Background: an optimization exercise with open tools, aiming at small area and few clock cycles. Do not read the settings as production practice. Only simulation tests tie the RTL to the original design; equivalence was not proved. Power and IR drop assume default switching activity.

run 1:
// Data_Road
module Data_Road (
  input               clk,
  input               rst,
  output     [63:0]   pc,
  input      [31:0]   instruction,
  output     [63:0]   dmem_addr,
  output     [63:0]   dmem_wdata,
  output     [7:0]    dmem_wmask,
  output              dmem_we,
  input      [63:0]   dmem_rdata
);
For scale: ~8,100 cells after synthesis, about 300 I/O pins, roughly 90,000 um2 of cells after synthesis.
Settings: LEC_CHECK=0, CAP_MARGIN=20, CORE_MARGIN=2, CORE_UTILIZATION=50, MAX_ROUTING_LAYER=met5, PLACE_DENSITY=0.6, SLEW_MARGIN=20, SYNTH_HIERARCHICAL=1; clock period 18.0 ns.
standard.sh (not shown) runs the stock make flow with config.mk's settings and CLKGATE_MAP_FILE= SYNTH_SCRIPT=/design/flow/synth_recipe.tcl, a recipe that flattens the netlist after the stock synthesis.
==> flow/flow/run.sh <==
#!/bin/bash
# Layout flow: the standard ORFS flow (standard.sh, step by step), with
#  - port buffers made of the smallest buffer cell (buf_1), which repair
#    resizes where timing needs it
#  - a clock tree of clkbuf_8 cells, clusters of at most 14 sinks within
#    60 um, and no dummy loads
# Each step's full output goes to its own log file in this folder.
set -euo pipefail
export BUFFER_PORTS_ARGS="-buffer_cell sky130_fd_sc_hd__buf_1"
export CTS_ARGS="-sink_clustering_enable -repair_clock_nets -dont_use_dummy_load -buf_list sky130_fd_sc_hd__clkbuf_8 -sink_clustering_size 14 -sink_clustering_max_diameter 60"
for step in synth floorplan place cts route finish; do
  bash standard.sh "$step" > "log_$step.txt" 2>&1
done
test -f out/final.def
Run 1 reached the end of the flow, and the finished layout is clean on the timing, DRC and antenna checks.
Testbench counts of run 1, summed over its fixed seeds: cycles 87,125.
--- input diff run 1..run 2 ---
# run 1
export LEC_CHECK = 0
export CAP_MARGIN = 20
export CORE_MARGIN = 2
export CORE_UTILIZATION = 50
export MAX_ROUTING_LAYER = met5
export PLACE_DENSITY = 0.6
export SLEW_MARGIN = 20
export SYNTH_HIERARCHICAL = 1
create_clock -name core_clock -period 18.0 [get_ports {clk}]
# run 2
export LEC_CHECK = 0
export CAP_MARGIN = 20
export CORE_MARGIN = 2
export CORE_UTILIZATION = 40
export MAX_ROUTING_LAYER = met5
export PLACE_DENSITY = 0.5
export SLEW_MARGIN = 20
export SYNTH_HIERARCHICAL = 1
create_clock -name core_clock -period 18.0 [get_ports {clk}]
==> flow/flow/run.sh <==
#!/bin/bash
# Layout flow: the standard ORFS flow, step by step, with
#  - port buffers made of the smallest buffer cell (buf_1), which repair
#    resizes where timing needs it
#  - a clock tree of clkbuf_8 cells, clusters of at most 14 sinks within
#    60 um, and no dummy loads
#  - ORFS's power recovery after global routing (RECOVER_POWER), which
#    downsizes cells off the critical paths
# The synthesis is the standard one (standard.sh synth), unchanged.
# Each step's full output goes to its own log file in this folder.
set -euo pipefail
here=$(pwd)
export BUFFER_PORTS_ARGS="-buffer_cell sky130_fd_sc_hd__buf_1"
export CTS_ARGS="-sink_clustering_enable -repair_clock_nets -dont_use_dummy_load -buf_list sky130_fd_sc_hd__clkbuf_8 -sink_clustering_size 14 -sink_clustering_max_diameter 60"
# The standard flow's config with the power recovery setting added
printf 'include %s/config.mk\nexport RECOVER_POWER = 100\n' "$here" > "$here/flow_config.mk"
sed "s#DESIGN_CONFIG=[^ ]*#DESIGN_CONFIG=$here/flow_config.mk#" standard.sh > flow_standard.sh
bash standard.sh synth > log_synth.txt 2>&1
for step in floorplan place cts route finish; do
  bash flow_standard.sh "$step" > "log_$step.txt" 2>&1
done
test -f out/final.def
Results
Run 2: flow complete, layout not clean; failing: capacitance limit, slew limit. Per the comparison of run 2 with run 1, final cell count went up, total congestion overflow did not really move, synthesized cell count did not really move, wire length of the first global-routing pass went up. A launch point of the worst path of instruction[4] is what run 2 shows, while instruction[2] belongs to run 1. Total power of run 2 is higher than that of run 1. On total clock buffers created by CTS: between run 1 and run 2, it ends up lower for run 1. Comparing run 1 and run 2, detailed-routing wirelength on met1 is higher on run 2. Run 2 does worse than run 1 on net switching power of the design. Global-route total usage across every layer in run 2 is 7.3 points below run 1. Going from run 1 to run 2, the logic depth of the worst setup path including buffers was found to have gone up by about 30%.
Input-level comparison between run 3 and run 2:
==> flow/flow/run.sh <==
#!/bin/bash
# Layout flow: the standard ORFS flow (standard.sh, step by step), with
#  - port buffers made of the smallest buffer cell (buf_1), which repair
#    resizes where timing needs it
#  - a clock tree of clkbuf_8 cells, clusters of at most 14 sinks within
#    60 um, and no dummy loads
# Each step's full output goes to its own log file in this folder.
set -euo pipefail
export BUFFER_PORTS_ARGS="-buffer_cell sky130_fd_sc_hd__buf_1"
export CTS_ARGS="-sink_clustering_enable -repair_clock_nets -dont_use_dummy_load -buf_list sky130_fd_sc_hd__clkbuf_8 -sink_clustering_size 14 -sink_clustering_max_diameter 60"
for step in synth floorplan place cts route finish; do
  bash standard.sh "$step" > "log_$step.txt" 2>&1
done
test -f out/final.def
--- outcome ---
- Run 3 | status: complete | timing, DRC, antenna: pass
- Run 3 against run 2: combinational share of power picked up an extra 0.4 points, count of buffer and inverter cells on the critical path lost 3.
- Run 2 → run 3: utilization +0.21 points; worst endpoint data arrival time moved down; headroom to the max-slew limit now larger.
- Portion of the clock cycle consumed by the worst path in the final layout was higher in run 2 than in run 3.
- On routed wire length, run 3 tracks run 2 almost exactly.
- Looking at number of violations of the max-capacitance limit, run 3 sits 30 below run 2.
- Higher post-layout worst setup margin goes to run 3 over run 2.
- As far as global-route usage goes, run 3 and run 2 are indistinguishable; the numbers are identical.
- Via count delta (run 3 − run 2): unfavourable

==> what the ideal ports hide <==
Ports are ideal in the flow. The routed layouts listed here were re-timed in OpenROAD.
Step 1: set_driving_cell puts a clkbuf_16 on clk and a buf_2 on each other input, an assumption about the parent block.
Step 2 also shifts input and output timing later by t, the mid clock arrival at the registers, as if the neighbouring blocks saw the same clock.
a / b / c = no drivers / after step 1 / after step 2; a / b = the first two.
| run | t (ns) | setup WS [ns] | cell pins on the clock port's net |
|---|---|---|---|
| run 1 | 1.132 | 1.227 / 1.202 / 1.202 | 1 |
| run 2 | 1.107 | 1.254 / 1.316 / 0.209 | 1 |
| run 3 | 1.092 | 2.047 / 1.961 / 1.961 | 1 |
The setup slack of run 2, which loses most, moves by +0.062 ns with the drivers and by -1.045 ns with both steps.
